This is an optimization exercise on Yosys and OpenROAD, whose aim is a short achievable clock period and few clock cycles, not a production implementation.
In this exercise RTL edits were held to simulation tests only and were not proved equivalent to the original.

P:
// mips_core
module mips_core
(
	input clk,
	input reset,
	output [31:0] imem_addr,
	input [31:0] imem_data,
	input [3:0] input_register,
	output retire,
	output [31:0] retire_pc,
	output wb_en,
	output [4:0] wb_addr,
	output [31:0] wb_data,
	output mem_we,
	output [4:0] mem_addr,
	output [31:0] mem_wdata,
	output print,
	output [31:0] print_a, print_b, print_c,
	output halted
);
For scale: ~15000 cells after synthesis, ~2600 flip-flops, roughly 280 I/O pins, ~170000 µm² of cells after synthesis.
clock: 150.0 ns
lec_check: 0
abc_clock_period_in_ps: 28000
cap_margin: 20
core_margin: 2
core_utilization: 45
place_density: 0.62
slew_margin: 20
standard.sh (not shown) runs the stock make flow with config.mk's settings and CLKGATE_MAP_FILE= SYNTH_SCRIPT=/design/flow/synth_recipe.tcl, a recipe that flattens the netlist after the stock synthesis.
==> flow/flow/run.sh <==
#!/bin/bash
# Standard ORFS layout (the standard.sh, unchanged synthesis) with these
# changes to how the layout is made:
#  - port buffers are buf_4 cells rather than the default delay-type buffer;
#  - repair may resize cells to other footprints;
#  - the program-memory pins are kept together on one edge (io_pins.tcl);
#  - before detailed placement, flip-flops that drive only output buffers are
#    moved next to those buffers (pull_out_flops.tcl).
# The whole make output goes to flow_make.log here; ORFS keeps each step's own
# log under orfs/logs/.
set -euo pipefail
export PRE_IO_PLACEMENT_TCL="$(pwd)/flow/io_pins.tcl"
export PRE_DETAIL_PLACE_TCL="$(pwd)/flow/pull_out_flops.tcl"
bash standard.sh \
  SETUP_SLACK_MARGIN=119.2 \
  "BUFFER_PORTS_ARGS=-buffer_cell sky130_fd_sc_hd__buf_4" \
  MATCH_CELL_FOOTPRINT=0 \
  finish > flow_make.log 2>&1
Other scripts of this flow, unchanged in this note and not shown: flow/flow/io_pins.tcl, flow/flow/pull_out_flops.tcl
Testbench counts of P, summed over its fixed seeds: cycles 37,153.
--- input diff P..Q ---
--- a/flow/flow/run.sh
+++ b/flow/flow/run.sh
@@ -13,5 +13,5 @@
 export PRE_DETAIL_PLACE_TCL="$(pwd)/flow/pull_out_flops.tcl"
 bash standard.sh \
-  SETUP_SLACK_MARGIN=119.2 \
+  SETUP_SLACK_MARGIN=118.8 \
   "BUFFER_PORTS_ARGS=-buffer_cell sky130_fd_sc_hd__buf_4" \
   MATCH_CELL_FOOTPRINT=0 \
[summary]
Any difference in area occupied by multi-input gates between P and Q is small enough to ignore.
When Q is measured against P, its global-route usage turns out 0.55 points higher.
Going from P to Q, share of cell area taken by multi-input logic gates flat, synthesized cell count was more or less identical, clock tree cell share of total cell area stayed essentially flat, fmax ~0 delta.

* * *

mips_core, a different RTL version from the one above (not shown whole).
For scale: about 160000 sq um of cells after synthesis.
Settings: LEC_CHECK=0, ABC_CLOCK_PERIOD_IN_PS=28000, CAP_MARGIN=20, CORE_MARGIN=2, CORE_UTILIZATION=60, PLACE_DENSITY=0.72, SLEW_MARGIN=20; clock period 150.0 ns.
==> flow/flow/run.sh <==
#!/bin/bash
# Standard ORFS layout (the standard.sh, unchanged synthesis) with these
# changes to how the layout is made:
#  - port buffers are buf_4 cells rather than the default delay-type buffer;
#  - repair may resize cells to other footprints;
#  - the program-memory pins are kept together on one edge (io_pins.tcl);
#  - before detailed placement, flip-flops that drive only output buffers are
#    moved next to those buffers (pull_out_flops.tcl).
# The whole make output goes to flow_make.log here; ORFS keeps each step's own
# log under orfs/logs/.
set -euo pipefail
export PRE_IO_PLACEMENT_TCL="$(pwd)/flow/io_pins.tcl"
export PRE_DETAIL_PLACE_TCL="$(pwd)/flow/pull_out_flops.tcl"
bash standard.sh \
  SETUP_SLACK_MARGIN=118.8 \
  "BUFFER_PORTS_ARGS=-buffer_cell sky130_fd_sc_hd__buf_4" \
  MATCH_CELL_FOOTPRINT=0 \
  finish > flow_make.log 2>&1
==> flow/flow/io_pins.tcl <==
# Keep the program-memory interface (imem_addr, imem_data) and reset together
# on the top edge: the fetch address register sits between the returning
# instruction word and the address it drives.
set names {reset}
for {set i 0} {$i < 32} {incr i} {
  lappend names "imem_addr\[$i\]" "imem_data\[$i\]"
}
set_io_pin_constraint -pin_names $names -region top:*
==> flow/flow/pull_out_flops.tcl <==
# Output paths: move each flip-flop whose output feeds nothing but output-port
# buffers onto the middle of those buffers; the detailed placement that
# follows makes the placement legal again.
set block [ord::get_db_block]
set moved 0
foreach bterm [$block getBTerms] {
  if {[$bterm getIoType] != "OUTPUT"} { continue }
  set net [$bterm getNet]
  if {$net == "NULL"} { continue }
  set drv ""
  foreach it [$net getITerms] { if {[$it isOutputSignal]} { set drv $it } }
  if {$drv == ""} { continue }
  set buf [$drv getInst]
  set n2 ""
  foreach it [$buf getITerms] { if {[$it isInputSignal]} { set n2 [$it getNet] } }
  if {$n2 == "" || $n2 == "NULL"} { continue }
  set fdrv ""
  set only_bufs 1
  set xs 0
  set ys 0
  set nb 0
  foreach it [$n2 getITerms] {
    if {[$it isOutputSignal]} { set fdrv $it; continue }
    set ld [$it getInst]
    # a load that is not an output-port buffer: leave this flip-flop alone
    set onet ""
    foreach o [$ld getITerms] { if {[$o isOutputSignal]} { set onet [$o getNet] } }
    if {$onet == "" || $onet == "NULL" || [llength [$onet getBTerms]] == 0} { set only_bufs 0; break }
    set l [$ld getLocation]
    set xs [expr {$xs + [lindex $l 0]}]
    set ys [expr {$ys + [lindex $l 1]}]
    incr nb
  }
  if {$fdrv == "" || !$only_bufs || $nb == 0} { continue }
  if {[llength [$n2 getBTerms]] != 0} { continue }
  set ff [$fdrv getInst]
  if {![[$ff getMaster] isSequential]} { continue }
  if {[info exists done([$ff getName])]} { continue }
  set done([$ff getName]) 1
  $ff setLocation [expr {$xs / $nb}] [expr {$ys / $nb}]
  incr moved
}
puts "pull_out_flops: moved $moved flip-flops next to their output buffers"
The first run went through all stages and came out clean.
Testbench counts at the start, summed over its fixed seeds: cycles 37,245.
Next try:
==> flow/flow/run.sh (replaced) <==
#!/bin/bash
# Standard ORFS layout (the standard.sh, unchanged synthesis) with these
# changes to how the layout is made:
#  - port buffers are buf_4 cells rather than the default delay-type buffer;
#  - repair may resize cells to other footprints.
# The whole make output goes to flow_make.log here; ORFS keeps each step's own
# log under orfs/logs/.
set -euo pipefail
bash standard.sh \
  SETUP_SLACK_MARGIN=118.8 \
  "BUFFER_PORTS_ARGS=-buffer_cell sky130_fd_sc_hd__buf_4" \
  MATCH_CELL_FOOTPRINT=0 \
  finish > flow_make.log 2>&1
removed: flow/flow/io_pins.tcl
removed: flow/flow/pull_out_flops.tcl
Effect: Routed wire length rises by a few percent. Maximum frequency barely changes.

[what the ideal ports hide]
How much do the figures lean on ideal ports? The routed layouts below were timed once more, with nothing changed but the port constraints. Step 1 sets driving cells, clkbuf_16 on the clock port and buf_2 on the other inputs (assumed; they add their load-dependent delay and slew). Step 2 also shifts input and output timing later by t, the mid clock arrival at the registers, as if the neighbouring blocks saw the same clock. Three values: ideal, step 1, step 2; two values: the first two.
| run | shift t [ns] | setup WS [ns] | clock arrival spread, ns |
|---|---|---|---|
| P | 1.061 | 118.560 / 118.440 / 117.598 | 0.094 / 0.094 |
| Q | 1.078 | 118.545 / 118.422 / 117.622 | 0.098 / 0.098 |
| the first run of note 2 | 1.071 | 118.468 / 118.345 / 117.822 | 0.094 / 0.095 |
| the second run of note 2 | 1.034 | 118.418 / 118.302 / 117.670 | 0.086 / 0.085 |
After both steps setup and hold are still met in every run listed. For P, which loses most, drivers alone change the setup slack by -0.120 ns; drivers and shift together by -0.962 ns.
